From an optimization exercise on the open Yosys and OpenROAD flow, aimed at small area, a short achievable clock period and few clock cycles; shortcuts taken in it are not production practice.
Where RTL was checked, it was by simulation tests only, not by an equivalence proof against the original.

## CONV
module  CONV(
            input		  clk,
            input		  reset,
            output		  busy,
            input		  ready,
            output [11:0] iaddr,
            input  [19:0] idata,
            output	 	  cwr,
            output [11:0] caddr_wr,
            output [19:0] cdata_wr,
            output	 	  crd,
            output [11:0] caddr_rd,
            input  [19:0] cdata_rd,
            output [ 2:0] csel
        );
Settings: LEC_CHECK=0, CAP_MARGIN=20, CORE_MARGIN=2, CORE_UTILIZATION=40, CTS_CLUSTER_DIAMETER=100, CTS_CLUSTER_SIZE=25, SLEW_MARGIN=20, SYNTH_HIERARCHICAL=1; clock period 10.0 ns.
standard.sh (not shown) runs the stock make flow with config.mk's settings and CLKGATE_MAP_FILE= SYNTH_SCRIPT=/design/flow/synth_recipe.tcl, a recipe that flattens the netlist after the stock synthesis.
==> flow/flow/run.sh <==
#!/bin/bash
# Own layout flow: the standard flow (standard.sh, unchanged synthesis,
# floorplan, power grid and tap cells), with buf_2 cells as the port buffers
# instead of the delay buffer buffer_ports picks by default, and repair_timing
# aiming for 6.8 ns of setup slack.
# The full make/ORFS output goes to flow_standard.log in the work folder;
# ORFS also keeps a log per step under orfs/logs.
set -euo pipefail
bash standard.sh \
  "BUFFER_PORTS_ARGS=-buffer_cell sky130_fd_sc_hd__buf_2" \
  SETUP_SLACK_MARGIN=6.8 \
  finish > flow_standard.log 2>&1
Change:
--- a/flow/design.v
+++ b/flow/design.v
@@ -2196,26 +2196,26 @@
 CONV_fa uw2132 (w2131, w2035, w2037, w2132, w2133);
 wire w2134 = ~w2038;
 wire w2135, w2136;
 CONV_fa uw2135 (w1959, w2040, w2134, w2135, w2136);
 wire w2137 = ~w2041;
 wire w2138, w2139;
 CONV_fa uw2138 (w2042, w1961, w2137, w2138, w2139);
 wire w2140 = ~w2044;
 wire w2141, w2142;
 CONV_fa uw2141 (r1[241], w2043, w2140, w2141, w2142);
-wire [12:0] lowsum = {1'b0, {~w2065, ~w2062, w2059, w2056, w2053, ~w2050, w2047, ~w2046, ~r1[4], r1[3], r1[1], ~r1[0]}} + {1'b0, {w2067, ~w2064, ~w2061, w2058, w2055, w2052, ~w2049, ~r1[8], r1[5], 1'b0, ~r1[2], 1'b0}};
-reg [52:0] r2;
-always @(posedge clk) r2 <= {w2045, w2142, w2141, w2139, w2138, w2136, w2135, w2133, w2132, w2130, w2129, w2127, w2126, w2124, w2123, w2121, w2120, w2118, w2117, w2115, w2114, w2112, w2111, w2109, w2108, w2106, w2105, w2103, w2102, w2100, w2099, w2097, w2096, w2094, w2093, w2091, w2090, w2088, w2087, w2085, w2084, w2082, w2081, w2079, w2078, w2076, w2075, w2073, w2072, w2070, w2069, w2068, lowsum[12]};
-wire [37:0] suma = {~r2[51], r2[49], ~r2[47], r2[45], ~r2[43], ~r2[41], r2[39], r2[37], r2[35], ~r2[33], ~r2[31], r2[29], r2[27], r2[25], r2[23], ~r2[21], r2[19], r2[17], r2[15], r2[13], r2[11], ~r2[9], r2[7], r2[5], r2[3], r2[1], 1'b0, 1'b0, 1'b0, 1'b0, 1'b0, 1'b0, 1'b0, 1'b0, 1'b0, 1'b0, 1'b0, 1'b0};
-wire [37:0] sumb = {~r2[52], ~r2[50], r2[48], ~r2[46], r2[44], ~r2[42], ~r2[40], r2[38], r2[36], r2[34], ~r2[32], ~r2[30], r2[28], r2[26], r2[24], r2[22], ~r2[20], r2[18], r2[16], r2[14], r2[12], r2[10], ~r2[8], r2[6], r2[4], r2[2], 1'b0, 1'b0, 1'b0, 1'b0, 1'b0, 1'b0, 1'b0, 1'b0, 1'b0, 1'b0, 1'b0, 1'b0};
-wire [37:0] acc = {suma[37:12] + sumb[37:12] + r2[0], 12'd0};
+wire [14:0] lowsum = {1'b0, {w2070, w2068, ~w2065, ~w2062, w2059, w2056, w2053, ~w2050, w2047, ~w2046, ~r1[4], r1[3], r1[1], ~r1[0]}} + {1'b0, {w2072, w2069, w2067, ~w2064, ~w2061, w2058, w2055, w2052, ~w2049, ~r1[8], r1[5], 1'b0, ~r1[2], 1'b0}};
+reg [48:0] r2;
+always @(posedge clk) r2 <= {w2045, w2142, w2141, w2139, w2138, w2136, w2135, w2133, w2132, w2130, w2129, w2127, w2126, w2124, w2123, w2121, w2120, w2118, w2117, w2115, w2114, w2112, w2111, w2109, w2108, w2106, w2105, w2103, w2102, w2100, w2099, w2097, w2096, w2094, w2093, w2091, w2090, w2088, w2087, w2085, w2084, w2082, w2081, w2079, w2078, w2076, w2075, w2073, lowsum[14]};
+wire [37:0] suma = {~r2[47], r2[45], ~r2[43], r2[41], ~r2[39], ~r2[37], r2[35], r2[33], r2[31], ~r2[29], ~r2[27], r2[25], r2[23], r2[21], r2[19], ~r2[17], r2[15], r2[13], r2[11], r2[9], r2[7], ~r2[5], r2[3], r2[1], 1'b0, 1'b0, 1'b0, 1'b0, 1'b0, 1'b0, 1'b0, 1'b0, 1'b0, 1'b0, 1'b0, 1'b0, 1'b0, 1'b0};
+wire [37:0] sumb = {~r2[48], ~r2[46], r2[44], ~r2[42], r2[40], ~r2[38], ~r2[36], r2[34], r2[32], r2[30], ~r2[28], ~r2[26], r2[24], r2[22], r2[20], r2[18], ~r2[16], r2[14], r2[12], r2[10], r2[8], r2[6], ~r2[4], r2[2], 1'b0, 1'b0, 1'b0, 1'b0, 1'b0, 1'b0, 1'b0, 1'b0, 1'b0, 1'b0, 1'b0, 1'b0, 1'b0, 1'b0};
+wire [37:0] acc = {suma[37:14] + sumb[37:14] + r2[0], 14'd0};
 wire [19:0] relu = acc[37] ? 20'd0 : acc[35:16];
 wire       wlow  = wq < 7'd2;
 wire [6:0] wq2   = wlow ? wq + 7'd65 : wq;
 wire [6:0] pt    = wq2 - 7'd3;
 wire [4:0] pi    = pt[5:1];        
 wire       ph    = pt[0];          
 wire [3:0] psx   = wlow ? ws - 4'd1 : ws;
 wire       pact  = wq != 7'd2 && !(ws == 4'd0 && wlow);
 wire       l0we  = wq != 7'd0 && ws != 4'd8;
 wire [6:0] wx    = wq - 7'd1;
Effect: Hold slack improves by 0.012 ns. Worst setup slack degrades by 0.014 ns. Synthesized area is lower by about 1.3%. Cell count is lower by about 1%. Via count is lower by 2.9%. Core utilization is higher by 0.12 points.
Testbench counts after the change, summed over its fixed seeds: cycles 94,302.
For the first run of this note, only the layout was checked, not whether the RTL still works.

==> static timing again, ports no longer ideal <==
The flow's constraints put no driver on any port. The routed layouts listed below were extracted and timed again, unchanged, in two steps.
Step 1 (the two cells are an assumption about what drives the block):
set clk [get_ports {clk}]
set_driving_cell -lib_cell sky130_fd_sc_hd__clkbuf_16 $clk
set_driving_cell -lib_cell sky130_fd_sc_hd__buf_2 [delete_from_list [all_inputs] $clk]
Step 2 also shifts input and output timing later by t, the mid clock arrival at the registers, as if the neighbouring blocks saw the same clock.
Three values: no drivers, after step 1, after step 2; two values: the first two.
run	shift t [ns]	setup WS [ns]	slew at the worst register clock pin (ns)
the first run	0.730	6.777 / 6.707 / 6.816	0.10 / 0.10
the second run	0.732	6.763 / 6.691 / 6.800	0.11 / 0.11
After both steps setup and hold are still met in every run listed.
